Context: an optimization exercise on an open-source flow, tuned for small area, a short achievable clock period and few clock cycles. The choices shown serve that exercise and are no tape-out recipe. Function was checked by simulation only, so behaviour that the tests miss may differ from the original.

== job 8648 ==
Design geofence, start of the top module:
module geofence (clk, reset, X, Y, valid, is_inside);
  input clk;
  input reset;
  input [9:0] X;
  input [9:0] Y;
  output reg valid;
  output reg is_inside;
  localparam S_IN = 2'd0, S_SCAN = 2'd1, S_PAIR = 2'd2, S_WAIT = 2'd3;
  reg [1:0] st;
  reg [3:0] cnt;
  reg [2:0] scfg;
  reg [2:0] mask;
  reg [1:0] tp;
  reg       opp, hf;
  reg [2:0] ph, rnd;
  reg       res_q, rpos_q;
  reg [5:1] cmpm;           
  reg       dec, wrd, wrc;  
  reg [9:0] tx, ty;
  always @(posedge clk) if (st == S_IN && cnt == 4'd1) begin tx <= X; ty <= Y; end
  wire [10:0] dxp = {1'b0, X} - {1'b0, tx};
  wire [10:0] dxm = {1'b0, tx} - {1'b0, X};
  wire [10:0] dyp = {1'b0, Y} - {1'b0, ty};
  wire [10:0] dym = {1'b0, ty} - {1'b0, Y};
  wire        sxn = dxp[10];
  wire        syn = dyp[10];
  wire [9:0]  mxn = sxn ? dxm[9:0] : dxp[9:0];
  wire [9:0]  myn = syn ? dym[9:0] : dyp[9:0];
  reg [21:0] dr0, dr1, dr2, dr3, dr4, dr5;
  wire wr_d = wrd;
  always @(posedge clk) begin
    dr0 <= wr_d ? {sxn, mxn, syn, myn} : dr5;
    dr1 <= dr0; dr2 <= dr1; dr3 <= dr2; dr4 <= dr3; dr5 <= dr4;
  end
  wire       bsx = dr0[21];
  wire [9:0] bax = dr0[20:11];
  wire       bsy = dr0[10];
  wire [9:0] bay = dr0[9:0];
  wire nzx = |bax;
  wire nzy = |bay;
  wire q0 = ~bsx & nzx & ~bsy;
  wire q1 = (bsx | ~nzx) & ~bsy & nzy;
  wire q3 = ~bsx & bsy;
  wire [1:0] quad = {~q0 & ~q1, q1 | q3};
  wire odd = q1 | q3;
  wire lex = bay <= bax;
  wire eqx = bay == bax;
  wire half0 = odd ? (~lex | eqx) : lex;
  reg [9:0] ra, rb;         
  wire fb_a, fb_b;
  wire [9:0] n0 = fb_b ? rb : (fb_a ? ra : (lex ? bay : bax));
  wire [9:0] mxv = lex ? bax : bay;
  wire [11:0] x3 = {2'b00, bax} + {1'b0, bax, 1'b0};
  wire [11:0] y3 = {2'b00, bay} + {1'b0, bay, 1'b0};
  wire [11:0] mx3 = lex ? x3 : y3;
  reg [9:0] br, bd;
  reg [11:0] bd3;
  reg [1:0] bquad;
  reg       bh1;
  always @(posedge clk) begin
    br <= n0; bd <= mxv; bd3 <= mx3; bquad <= quad; bh1 <= ~half0;
  end
  function [11:0] r4step;
    input [9:0] r;
    input [9:0] d;
    input [11:0] d3;
    reg [12:0] t1, t2, t3;
    begin
      t1 = {1'b0, r, 2'b00} - {3'b000, d};
      t2 = {1'b0, r, 2'b00} - {2'b00, d, 1'b0};
      t3 = {1'b0, r, 2'b00} - {1'b0, d3};
      if (!t3[12])      r4step = {2'd3, t3[9:0]};
  ...
Size in the first run: roughly 1700 cells after synthesis, roughly 350 flip-flops, roughly 24 I/O pins, ~0.017 mm2 of cells after synthesis.
clock: 5.5 ns
lec_check: 0
abc_clock_period_in_ps: 2800
cap_margin: 20
core_margin: 2
core_utilization: 55
setup_slack_margin: 3.0
slew_margin: 20
run.sh (not shown) runs the stock make flow with config.mk's settings and CLKGATE_MAP_FILE= SYNTH_SCRIPT=/design/flow/synth_recipe.tcl, a recipe that flattens the netlist after the stock synthesis.
Job 8648: no failed stages, no open violations at the end
Testbench counts of job 8648, summed over its fixed seeds: cycles 20,092.
Inputs modified between job 8648 and job 5424:
- ABC_CLOCK_PERIOD_IN_PS: 2800 -> 3000
- SETUP_SLACK_MARGIN: 3.0 -> 2.5
- ABC_AREA: unset -> 1
Job 5424 did not stop at any stage, and its layout met the timing, design-rule and antenna checks.
Sort job 5424 and job 8648 by critical path depth, ascending, and job 5424 comes first.
Measured against each other, job 5424 and job 8648 differ in maximum clock rate, the higher figure coming from job 5424.
For job 5424, the slowest cell on the critical path was clkdlybuf4s50_1, unlike job 8648, where it was fa_2.
Non-clock inverter count in the final layout (lower): job 8648
Diff job 8648 -> job 5424 | synthesized netlist cell count | up by more than 10%
Worst hold slack was higher in job 5424 than in job 8648.
Compared with job 8648, job 5424 shows count of clock buffers in the final design lower by 17%.

---

The RTL this note starts from:
==> flow/design.v <==
module geofence (clk, reset, X, Y, valid, is_inside);
  input clk;
  input reset;
  input [9:0] X;
  input [9:0] Y;
  output reg valid;
  output reg is_inside;
  localparam S_IN = 2'd0, S_SCAN = 2'd1, S_PAIR = 2'd2, S_WAIT = 2'd3;
  reg [1:0] st;
  reg [3:0] cnt;
  reg [2:0] scfg;
  reg [2:0] mask;
  reg [1:0] tp;
  reg       opp, hf;
  reg [2:0] ph, rnd;
  reg       res_q, rpos_q;
  reg [5:1] cmpm;           
  reg       dec, wrd, wrc;  
  reg       ewin;           
  reg [9:0] tx, ty;
  always @(posedge clk) if (st == S_IN && cnt == 4'd1) begin tx <= X; ty <= Y; end
  wire [10:0] dxp = {1'b0, X} - {1'b0, tx};
  wire [10:0] dxm = {1'b0, tx} - {1'b0, X};
  wire [10:0] dyp = {1'b0, Y} - {1'b0, ty};
  wire [10:0] dym = {1'b0, ty} - {1'b0, Y};
  wire        sxn = dxp[10];
  wire        syn = dyp[10];
  wire [9:0]  mxn = sxn ? dxm[9:0] : dxp[9:0];
  wire [9:0]  myn = syn ? dym[9:0] : dyp[9:0];
  reg [21:0] dr0, dr1, dr2, dr3, dr4, dr5;
  wire wr_d = wrd;
  always @(posedge clk) begin
    dr0 <= wr_d ? {sxn, mxn, syn, myn} : dr5;
    dr1 <= dr0; dr2 <= dr1; dr3 <= dr2; dr4 <= dr3; dr5 <= dr4;
  end
  wire       bsx = dr0[21];
  wire [9:0] bax = dr0[20:11];
  wire       bsy = dr0[10];
  wire [9:0] bay = dr0[9:0];
  wire nzx = |bax;
  wire nzy = |bay;
  wire q0 = ~bsx & nzx & ~bsy;
  wire q1 = (bsx | ~nzx) & ~bsy & nzy;
  wire q3 = ~bsx & bsy;
  wire [1:0] quad = {~q0 & ~q1, q1 | q3};
  wire odd = q1 | q3;
  wire lex = bay <= bax;
  wire eqx = bay == bax;
  wire half0 = odd ? (~lex | eqx) : lex;
  reg [9:0] ra, rb;         
  wire fb_a, fb_b;
  wire [9:0] n0 = fb_b ? rb : (fb_a ? ra : (lex ? bay : bax));
  wire [9:0] mxv = lex ? bax : bay;
  wire [11:0] x3 = {2'b00, bax} + {1'b0, bax, 1'b0};
  wire [11:0] y3 = {2'b00, bay} + {1'b0, bay, 1'b0};
  wire [11:0] mx3 = lex ? x3 : y3;
  reg [9:0] br, bd;
  reg [11:0] bd3;
  reg [1:0] bquad;
  reg       bh1;
  always @(posedge clk) begin
    br <= n0; bd <= mxv; bd3 <= mx3; bquad <= quad; bh1 <= ~half0;
  end
  function [11:0] r4step;
    input [9:0] r;
    input [9:0] d;
    input [11:0] d3;
    reg [12:0] t1, t2, t3;
    begin
      t1 = {1'b0, r, 2'b00} - {3'b000, d};
      t2 = {1'b0, r, 2'b00} - {2'b00, d, 1'b0};
      t3 = {1'b0, r, 2'b00} - {1'b0, d3};
      if (!t3[12])      r4step = {2'd3, t3[9:0]};
      else if (!t2[12]) r4step = {2'd2, t2[9:0]};
      else if (!t1[12]) r4step = {2'd1, t1[9:0]};
      else              r4step = {2'd0, r[7:0], 2'b00};
    end
  endfunction
  wire [11:0] sc = r4step(br, bd, bd3);
  reg [9:0] cr, cd;
  reg [11:0] cd3;
  reg [1:0] cq, cquad;
  reg       ch1;
  always @(posedge clk) begin
    cr <= sc[9:0]; cd <= bd; cd3 <= bd3; cq <= sc[11:10]; cquad <= bquad; ch1 <= bh1;
  end
  wire [11:0] sd = r4step(cr, cd, cd3);
  wire [3:0]  q4 = {cq, sd[11:10]};
  wire [9:0]  rem = sd[9:0];
  wire [6:0]  code = {cquad, ch1, ch1 ? ~q4 : q4};
  reg [9:0] e0, e1, e2, e3, e4, e5;
  wire [9:0] ev [0:5];
  assign ev[0] = e0; assign ev[1] = e1; assign ev[2] = e2;
  assign ev[3] = e3; assign ev[4] = e4; assign ev[5] = e5;
  wire [5:0] a_p, a_n, a_a;
  genvar g;
  generate
    for (g = 1; g < 6; g = g + 1) begin : cmpg
      wire [6:0] dl = e0[9:3] - ev[g][9:3];
      wire amb = dl[5:0] == 6'd0;
      wire en = cmpm[g];
      assign a_p[g] = en & ~amb & ~dl[6];
      assign a_n[g] = en & ~amb & dl[6];
      assign a_a[g] = en & amb;
    end
  endgenerate
  assign a_p[0] = 1'b0; assign a_n[0] = 1'b0; assign a_a[0] = 1'b0;
  wire [2:0] ua = rpos_q ? 3'b100 : 3'b010;
  wire [2:0] ub = rpos_q ? 3'b010 : 3'b100;
  wire [2:0] apos = (tp == 2'd1) ? 3'd0 : (3'd7 - {1'b0, tp});    
  wire [2:0] upd [0:5];
  wire [2:0] fin [0:5];
  generate
    for (g = 0; g < 6; g = g + 1) begin : updg
      assign fin[g] = (g == 0) ? {|a_n[5:1], |a_p[5:1], |a_a[5:1]}
                               : {a_p[g], a_n[g], a_a[g]};
      wire [2:0] u_fb = (res_q && g == 1) ? ub :
                        (res_q && g == apos) ? ua : 3'b000;
      assign upd[g] = fin[g] | u_fb;
    end
  endgenerate
  wire wr_c = wrc;
  always @(posedge clk) begin
    e0 <= wr_c ? {code, 3'b000} : (e5 | {7'd0, upd[5]});
    e1 <= e0 | {7'd0, upd[0]};
    e2 <= e1 | {7'd0, upd[1]};
    e3 <= e2 | {7'd0, upd[2]};
    e4 <= e3 | {7'd0, upd[3]};
    e5 <= e4 | {7'd0, upd[4]};
  end
  wire [5:0] fP, fN, fA;
  generate
    for (g = 0; g < 6; g = g + 1) begin : fg
      assign fP[g] = ev[g][2] | fin[g][2];
      assign fN[g] = ev[g][1] | fin[g][1];
      assign fA[g] = ev[g][0] | fin[g][0];
    end
  endgenerate
  wire [5:0] cur = {cmpm, 1'b1};
  wire ins_sure = &(~cur | (fP & fN));
  wire out_sure = |(~fA & ~(fP & fN));
  wire [5:0] rP = {e5[2], e4[2], e3[2], e2[2], e1[2], e0[2]};
  wire [5:0] rN = {e5[1], e4[1], e3[1], e2[1], e1[1], e0[1]};
  wire ins_now = &(rP & rN);
  reg nb1, nb2, nb3;
  always @(posedge clk) begin
    nb1 <= e2[8:3] == e3[8:3];
    nb2 <= e2[8:3] == e4[8:3];
    nb3 <= e2[8:3] == e5[8:3];
  end
  wire amb1 = nb1;
  wire amb2 = nb2;
  wire amb3 = nb3 && (scfg < 3'd3);
  wire [2:0] pend = {amb3, amb2, amb1} & ~mask;
  wire [1:0] tsel = pend[0] ? 2'd1 : (pend[1] ? 2'd2 : 2'd3);
  wire [2:0] tbit = pend[0] ? 3'b001 : (pend[1] ? 3'b010 : 3'b100);
  wire       eb9 = (tsel == 2'd1) ? e4[9] : ((tsel == 2'd2) ? e5[9] : e0[9]);
  wire inp = (st == S_PAIR);
  assign fb_a = inp && (ph == 3'd0) && (rnd != 3'd0);
  assign fb_b = inp && (rnd != 3'd0) &&
                ((tp == 2'd1) ? (ph == 3'd5) : (tp == 2'd2) ? (ph == 3'd4) : (ph == 3'd3));
  wire a_d = inp && (ph == 3'd2);
  wire b_d = inp && ((tp == 2'd1) ? (ph == 3'd1 && rnd != 3'd0) :
                     (tp == 2'd2) ? (ph == 3'd0 && rnd != 3'd0) : (ph == 3'd5));
  wire [2:0] brnd = (tp == 2'd3) ? rnd : rnd - 3'd1;
  reg [3:0] ba, qb;
  reg       bchk, blast;
  wire differ = qb != ba;
  wire res = bchk && (differ || blast);
  wire rpos = differ & ((qb > ba) ^ hf ^ opp);
  always @(posedge clk) begin
    if (a_d) begin
      ra <= rem;
      ba <= q4;
    end
    if (b_d) rb <= rem;
    qb <= q4;
    bchk <= b_d && (brnd != 3'd0);
    blast <= brnd == 3'd5;
  end
  wire fin_scan = (st == S_SCAN) && (ins_now || (pend == 3'd0 && scfg == 3'd5));
  always @(posedge clk or posedge reset) begin
    if (reset) begin
      st <= S_IN;
      cnt <= 4'd1;
      scfg <= 3'd0;
      mask <= 3'd0;
      tp <= 2'd1;
      opp <= 1'b0;
      hf <= 1'b0;
      ph <= 3'd0;
      rnd <= 3'd0;
      res_q <= 1'b0;
      rpos_q <= 1'b0;
      cmpm <= 5'd0;
      dec <= 1'b0;
      ewin <= 1'b0;
      wrd <= 1'b0;
      wrc <= 1'b0;
      valid <= 1'b0;
      is_inside <= 1'b0;
    end else begin
      res_q <= res;
      rpos_q <= rpos;
      valid <= 1'b0;
      cmpm <= (st == S_IN && cnt >= 4'd6 && cnt <= 4'd10) ? {cmpm[4:1], 1'b1} : 5'd0;
      dec <= (st == S_IN && cnt == 4'd10);
      ewin <= (st == S_IN && cnt >= 4'd7 && cnt <= 4'd9);
      wrd <= (st == S_IN && cnt >= 4'd1 && cnt <= 4'd6);
      wrc <= (st == S_IN && cnt >= 4'd4 && cnt <= 4'd9);
      case (st)
        S_IN: begin
          scfg <= 3'd0;
          mask <= 3'd0;
          if (cnt == 4'd12)
            cnt <= 4'd1;
          else if (ewin && ins_sure) begin
            cnt <= 4'd12;
            valid <= 1'b1;
            is_inside <= 1'b1;
          end else if (dec) begin
            cnt <= 4'd12;
            valid <= ins_sure | out_sure;
            is_inside <= ins_sure;
            if (!(ins_sure | out_sure))
              st <= S_SCAN;
          end else
            cnt <= cnt + 4'd1;
        end
        S_SCAN: begin
          if (fin_scan) begin
            valid <= 1'b1;
            is_inside <= ins_now;
            st <= S_IN;
            cnt <= 4'd12;
          end else if (pend == 3'd0) begin
            scfg <= scfg + 3'd1;
            mask <= 3'd0;
          end else begin
            st <= S_PAIR;
            tp <= tsel;
            mask <= mask | tbit;
            opp <= e3[9] ^ eb9;
            hf <= e3[7];
            ph <= 3'd1;
            rnd <= 3'd0;
          end
        end
        default: begin  
          if (ph == 3'd5) begin
            ph <= 3'd0;
            rnd <= rnd + 3'd1;
          end else
            ph <= ph + 3'd1;
          if (st == S_PAIR && res)
            st <= S_WAIT;
          else if (st == S_WAIT && ph == 3'd5)
            st <= S_SCAN;
        end
      endcase
    end
  end
endmodule
clock: 5.5 ns
lec_check: 0
abc_area: 1
abc_clock_period_in_ps: 2600
cap_margin: 20
core_margin: 2
core_utilization: 55
setup_slack_margin: 2.9
slew_margin: 20
Testbench counts at the start, summed over its fixed seeds: cycles 18,607.
Edit:
Settings changed: ABC_CLOCK_PERIOD_IN_PS 2600 to 2300, SETUP_SLACK_MARGIN 2.9 to 3.2.
=> The changed run completed without violations. Die area is unchanged. Sequential share of layout area came out lower by 2.3 points. Final area came out higher by about 8%. Clock-buffer cell count came out lower by 5. Core utilization came out higher by 5.2 points. Synthesized area stays the same. Flip-flop and latch count stays the same.

re-timing with driven ports:
Ports are ideal in the flow. The routed layouts listed here were re-timed in OpenROAD.
Step 1, drivers: a clkbuf_16 drives clk and a buf_2 each remaining input, both assumed.
Step 2 also shifts input and output timing later by t, the mid clock arrival at the registers, as if the neighbouring blocks saw the same clock.
Slacks: no drivers / after step 1 / after step 2; pairs: no drivers / after step 1.
run	t (ns)	setup slack, ns	worst setup path after step 2
job 8648	0.562	2.177 / 2.151 / 1.589	input to register
job 5424	0.570	2.648 / 2.677 / 2.108	input to register
the first run of note 2	0.568	2.963 / 2.922 / 2.355	input to register
the second run of note 2	0.571	2.970 / 2.961 / 2.390	input to register
After both steps every run listed still meets setup and hold. For the first run of note 2, which loses most, drivers alone change the setup slack by -0.041 ns; drivers and shift together by -0.608 ns.
